What follows belongs to an exercise in optimizing a design on an open flow for small area; a production flow would make more cautious choices. Function was checked by simulation only, so behaviour that the tests miss may differ from the original. No driver is modelled on the clock port, so clock power and skew are understated where the tree is cut down; a real chip needs a root buffer or a tree. Power figures rest on the tool's default switching activity, not on a simulated workload.

## ember
Design bemicro_top, start of the top module:
module bemicro_top(
   input  wire CLK_FPGA_50M,
   input  wire RST_N,
   input  wire CPU_RST_N,
   input  wire PBSW_N,
   output wire F_LED0,
   output wire F_LED1,
   output wire F_LED2,
   output wire F_LED3,
   output wire F_LED4,
   output wire F_LED5,
   output wire F_LED6,
   output wire F_LED7
   );
   wire clk = CLK_FPGA_50M;
   reg         rst_done;            
   wire [11:0] t2;                  
   wire        rs = ~(RST_N & rst_done);
   wire        t2_is31;
   always @(posedge clk)
     rst_done <= RST_N & (rst_done | t2_is31);
   reg [1:0] pb_s0, pb_s1, pb_in;
   always @(posedge clk) begin
      pb_s0 <= {PBSW_N, CPU_RST_N};
      pb_s1 <= pb_s0;
      pb_in <= pb_s1;
   end
   wire p0 = ~pb_in[0];
   wire p1 = ~pb_in[1];
   wire r0, r1;
   counter_sat #(.WIDTH(12), .START(12'hd41), .TAPS(12'h883)) PB0_CNTR
     (.clk(clk), .clear(p0 | rs), .ready(r0));
   counter_sat #(.WIDTH(10), .START(10'h177), .TAPS(10'h204)) PB1_CNTR
     (.clk(clk), .clear(p1 | rs), .ready(r1));
   wire e0 = p0 & ~p1 & r0;
   wire e1 = p1 & ~p0 & r1;
   wire em = p0 & p1 & (r0 | r1);
   reg [1:0] mode;
   always @(posedge clk)
     if (rs)
       mode <= 2'd0;
     else if (em)
       mode <= mode + 2'd1;
   wire sel0 = (mode == 2'd0);
   wire sel1 = (mode == 2'd1);
   wire sel2 = (mode == 2'd2);
   wire sel3 = (mode == 2'd3);
   wire [7:0] c0, c1, l2, l3;
   reg  [7:0] v;
   always @*
     case (mode)
       2'd0: v = c0;
       2'd1: v = c1;
       2'd2: v = l2;
       default: v = l3;
     endcase
   wire [7:0] u;
   binary_counter step_unit(.v(v), .down(~e0), .clr(rs), .u(u));
   wire run2, run3;
   gray_counter counter0(.clk(clk), .load(rs | (sel0 & (e0 | e1))), .d(u), .q(c0));
   gray_counter counter1(.clk(clk), .load(rs | (sel1 & (e0 | e1))), .d(u), .q(c1));
   life_1d #(.RULE150(0)) life_1d_0
  ...
Settings: LEC_CHECK=0, ABC_AREA=1, CAP_MARGIN=20, CORE_MARGIN=2, CORE_UTILIZATION=70, SLEW_MARGIN=20; clock period 5.0 ns.
run.sh (not shown) runs the stock make flow with config.mk's settings and CLKGATE_MAP_FILE= SYNTH_SCRIPT=/design/flow/synth_recipe.tcl, a recipe that flattens the netlist after the stock synthesis.
Edits applied to the flow inputs when going from ember to tundra:
# ember
export LEC_CHECK = 0
export ABC_AREA = 1
export CAP_MARGIN = 20
export CORE_MARGIN = 2
export CORE_UTILIZATION = 70
export SLEW_MARGIN = 20
create_clock -name core_clock -period 5.0 [get_ports {CLK_FPGA_50M}]
# tundra
export LEC_CHECK = 0
export CAP_MARGIN = 20
export CORE_MARGIN = 2
export CORE_UTILIZATION = 40
export SLEW_MARGIN = 20
create_clock -name core_clock -period 5.0 [get_ports {CLK_FPGA_50M}]
--- outcome ---
A most common cell after layout, fill and taps aside of dfxtp_1 is what tundra shows, while nand2_1 belongs to ember. Looking only at signal arrival time at the worst endpoint, and setting everything else aside, the higher value of ember and tundra goes to tundra. In tundra, the worst reg-to-reg path cell count came out 1 below the value in ember. Comparing tundra against ember, there is no change at all in post-cts resize count. Between ember and tundra, the power drawn by the sequential cells does not differ in any meaningful way. Looking only at portion of the layout cell area used by non-clock buffers, and setting everything else aside, the lower value of ember and tundra goes to ember. In the reports for ember and tundra, the larger clock power belongs to ember. Proportion of total power due to net switching sits higher in tundra than in ember.
Inputs modified between tundra and willow:
# tundra
export LEC_CHECK = 0
export CAP_MARGIN = 20
export CORE_MARGIN = 2
export CORE_UTILIZATION = 40
export SLEW_MARGIN = 20
create_clock -name core_clock -period 5.0 [get_ports {CLK_FPGA_50M}]
# willow
export LEC_CHECK = 0
export CAP_MARGIN = 20
export CORE_MARGIN = 2
export CORE_UTILIZATION = 85
export SLEW_MARGIN = 20
create_clock -name core_clock -period 5.0 [get_ports {CLK_FPGA_50M}]
## What came out
- Taking willow as 1.0, tundra lands at 0.22 on met3 layer wire length in the routed design.
- Starting density of the core: willow higher than tundra
- Comparing willow and tundra, number of global-route vias before repair is higher on willow.
- willow vs. tundra: power share of the clock group has increased, core utilization went up 50 points.
The following lists how raven was set up differently from willow:
# willow
export LEC_CHECK = 0
export CAP_MARGIN = 20
export CORE_MARGIN = 2
export CORE_UTILIZATION = 85
export SLEW_MARGIN = 20
create_clock -name core_clock -period 5.0 [get_ports {CLK_FPGA_50M}]
# raven
export LEC_CHECK = 0
export CAP_MARGIN = 20
export CORE_MARGIN = 2
export CORE_UTILIZATION = 70
export SLEW_MARGIN = 20
create_clock -name core_clock -period 5.0 [get_ports {CLK_FPGA_50M}]
Findings:
- Against willow, the final cell area of raven is lower.
- On wire length of the first global-routing pass: raven sits below willow.
- Re number of hold-slack violations in the final timing report: no difference whatsoever between raven and willow.
- raven vs willow — cell count climbed by a few percent

* * *

== yarrow ==
Another version of the RTL of bemicro_top (not shown whole).
Size in the first run: ~300 cells after synthesis, ~12 I/O pins, about 3400 µm² of cells after synthesis.
Design bemicro_top, start of the top module:
module bemicro_top(
   input  wire CLK_FPGA_50M,
   input  wire RST_N,
   input  wire CPU_RST_N,
   input  wire PBSW_N,
   output wire F_LED0,
   output wire F_LED1,
   output wire F_LED2,
   output wire F_LED3,
   output wire F_LED4,
   output wire F_LED5,
   output wire F_LED6,
   output wire F_LED7
   );
   wire clk = CLK_FPGA_50M;
   reg         rst_done;            
   wire        rs = ~(RST_N & rst_done);
   wire [11:0] f0;
   wire        f0_is_r31 = ~f0[11] & ~f0[6] & ~f0[1];  
   always @(posedge clk)
     rst_done <= RST_N & (rst_done | f0_is_r31);
   reg [1:0] pb_s0, pb_s1, pb_in;
   always @(posedge clk) begin
      pb_s0 <= {PBSW_N, CPU_RST_N};
      pb_s1 <= pb_s0;
      pb_in <= pb_s1;
   end
   wire p0 = ~pb_in[0];
   wire p1 = ~pb_in[1];
   wire r0, r1;
   counter_sat #(.WIDTH(12), .START(12'hd41), .RSTART(12'h570), .TAPS(12'h883)) PB0_CNTR
     (.clk(clk), .rclear(~RST_N), .clear(p0 & rst_done), .ready(r0), .q(f0));
   counter_sat #(.WIDTH(10), .START(10'h177), .TAPS(10'h204)) PB1_CNTR
     (.clk(clk), .rclear(1'b0), .clear(p1 | ~rst_done), .ready(r1), .q());
   wire e0 = p0 & ~p1 & r0;
   wire e1 = p1 & ~p0 & r1;
   wire em = p0 & p1 & (r0 | r1);
   reg [1:0] mode;
   always @(posedge clk)
     if (rs)
       mode <= 2'd0;
     else if (em)
       mode <= mode + 2'd1;
   wire sel0 = (mode == 2'd0) & rst_done;   
   wire sel1 = (mode == 2'd1);
   wire sel2 = (mode == 2'd2);
   wire sel3 = (mode == 2'd3);
   wire [7:0] c0, c1, l2, l3;
   wire [7:0] v = ({8{sel0}} & c0) | ({8{sel1}} & c1) |
                  ({8{sel2}} & l2) | ({8{sel3}} & l3);
   wire [7:0] u;
   binary_counter step_unit(.v(v), .down(~e0), .inc(rst_done), .u(u));
   gray_counter counter0(.clk(clk), .load(~rst_done | (sel0 & (e0 | e1))), .d(u), .q(c0));
   gray_counter counter1(.clk(clk), .load(~rst_done | (sel1 & (e0 | e1))), .d(u), .q(c1));
  ...
==> flow/config.mk <==
export PLATFORM = sky130hd
export DESIGN_NAME = bemicro_top
export DESIGN_NICKNAME = bemicro_top
export VERILOG_FILES = /design/flow/design.v
export SDC_FILE = /design/flow/constraint.sdc
export NUM_CORES = 4
export LEC_CHECK = 0
export CAP_MARGIN = 20
export CORE_MARGIN = 2
export CORE_UTILIZATION = 85
export GPL_TIMING_DRIVEN = 0
export SLEW_MARGIN = 20
==> flow/constraint.sdc <==
create_clock -name core_clock -period 5.0 [get_ports {CLK_FPGA_50M}]
set_input_delay 1.0000 -clock core_clock [delete_from_list [all_inputs] [get_ports {CLK_FPGA_50M}]]
set_output_delay 1.0000 -clock core_clock [all_outputs]
set_load 0.01 [all_outputs]
standard.sh (not shown) runs the stock make flow with config.mk's settings and CLKGATE_MAP_FILE= SYNTH_SCRIPT=/design/flow/synth_recipe.tcl, a recipe that flattens the netlist after the stock synthesis.
==> flow/flow/run.sh <==
#!/bin/bash
# Layout flow: the standard ORFS flow (standard.sh), with these changes:
#  - synthesis maps the logic with several area-oriented ABC scripts
#    (flow/abc/*.script) and keeps the smallest result (flow/synth_abc.tcl);
#    ORFS's separate half/full-adder mapping step is left out (ABC maps that
#    logic too); the rest of the synthesis, flip-flop mapping, flattening
#    and renaming are the standard flow's own (synth_recipe.tcl);
#  - the port buffers are sky130_fd_sc_hd__buf_1 cells;
set -euo pipefail
W=$PWD
export FLOW_ABC_DIR=$W/flow/abc
export FLOW_SYNTH_TCL=$W/synth_recipe.tcl
sed "s#SYNTH_SCRIPT=[^ ]*#SYNTH_SCRIPT=$W/flow/synth_abc.tcl ADDER_MAP_FILE=#" standard.sh > flow_make.sh
grep -q "SYNTH_SCRIPT=$W/flow/synth_abc.tcl ADDER_MAP_FILE=" flow_make.sh
export BUFFER_PORTS_ARGS="-buffer_cell sky130_fd_sc_hd__buf_1"
export CTS_ARGS="-sink_clustering_enable -repair_clock_nets -dont_use_dummy_load"
bash flow_make.sh cts > flow_to_cts.log 2>&1
RES=$W/orfs/results/$FLOW_PLATFORM/bemicro_top/base
PLATFORM_DIR=$FLOW_HOME/platforms/$FLOW_PLATFORM \
CK_MAX_SLEW=${CK_MAX_SLEW:-0.110} \
IN_DB=$RES/4_cts.odb IN_SDC=$RES/4_cts.sdc OUT_DB=$RES/4_cts.odb \
  openroad -no_init -exit flow/clock_tree.tcl > clock_tree.log 2>&1
bash flow_make.sh > flow_finish.log 2>&1
Other scripts of this flow, unchanged in this note and not shown: flow/flow/abc/s10.script, flow/flow/abc/s11.script, flow/flow/abc/s12.script, flow/flow/abc/s13.script, flow/flow/abc/s14.script, flow/flow/abc/s2.script, flow/flow/abc/s5.script, flow/flow/abc/s6.script, flow/flow/abc/s8.script, flow/flow/abc/s9.script, flow/flow/clock_tree.tcl, flow/flow/synth_abc.tcl
The log for yarrow ends in clock tree synthesis (4_1_cts) with error DPL-0033, so the run never completed.
> inputs changed (yarrow -> nickel)
Settings: CORE_UTILIZATION: 85 -> 70; PLACE_DENSITY: unset -> 0.9.
==> comparison <==
- nickel finished every step from synthesis to the final layout, and the layout passed the timing, design-rule and antenna checks.
- | post-CTS repair timing setup buffer count | nickel vs yarrow | ≈ equal |
- Changes observed in nickel relative to yarrow: initial cell density of the core fell 18 points, count of cells resized by post-cts repair about even, placement-stage worst setup slack rose 0.19 ns, horizontal die dimension rose 6.4 µm, post-DP HPWL fell 31%.
- Comparing nickel against yarrow, there is no change at all in synthesized netlist cell count.
Input-level comparison between sierra and nickel:
Settings: PLACE_DENSITY: 0.9 -> unset.
## What came out
Compared with nickel, sierra shows a higher signed area change from the synthesized netlist to the final layout. Highest clock frequency the design can meet in sierra is 0.68% higher than in nickel. Looking at sierra and nickel, the worst hold slack is a wash. sierra vs. nickel: share of total power consumed by net switching shrank by 0.73 points, routed wire length moved down, sequential group power shows no meaningful change, final setup slack of the worst path increased by 0.024 ns relative to the old numbers. Compared with nickel, sierra ends up with a larger final cell area. Higher post-detailed-route wirelength per cell was reported by nickel, not sierra. Compare sierra and nickel | via count of the routed design higher: nickel. The global-route wire length before repair in sierra is 0.917 times that in nickel.
The clock cells of nickel and sierra come from the design's own scripts or RTL, not from TritonCTS.

[separate check: timing with driven ports]
No port has a modelled driver above. Below, the same layouts with a new extraction and two added sets of constraints.
Step 1 (the two cells are an assumption about what drives the block):
set clk [get_ports {CLK_FPGA_50M}]
set_driving_cell -lib_cell sky130_fd_sc_hd__clkbuf_16 $clk
set_driving_cell -lib_cell sky130_fd_sc_hd__buf_2 [delete_from_list [all_inputs] $clk]
Step 2 adds t to the input delays and takes it off the output delays; t is the mean of the earliest and latest rising clock arrival at the registers after step 1. Input paths then give back, and output paths get back, about the clock's delay inside the block.
a / b / c = ideal ports / drivers / drivers and shift; a / b = the first two.
run	t, ns	setup WS [ns]	hold slack, ns	worst data-port slew with drivers (ns)	cell pins on the clock port's net
ember	0.384	1.381 / 1.352 / 1.418	0.331 / 0.331 / 0.331	0.03	1
tundra	0.378	1.115 / 1.085 / 1.463	0.333 / 0.333 / 0.333	0.03	1
willow	0.404	0.873 / 0.841 / 1.245	0.336 / 0.336 / 0.336	0.06	1
raven	0.388	1.074 / 1.044 / 1.432	0.332 / 0.332 / 0.332	0.03	1
nickel	0.217	1.502 / 1.438 / 1.561	0.335 / 0.335 / 0.335	0.03	4
sierra	0.216	1.526 / 1.458 / 1.548	0.332 / 0.332 / 0.332	0.03	4
After both steps every run listed still meets setup and hold.
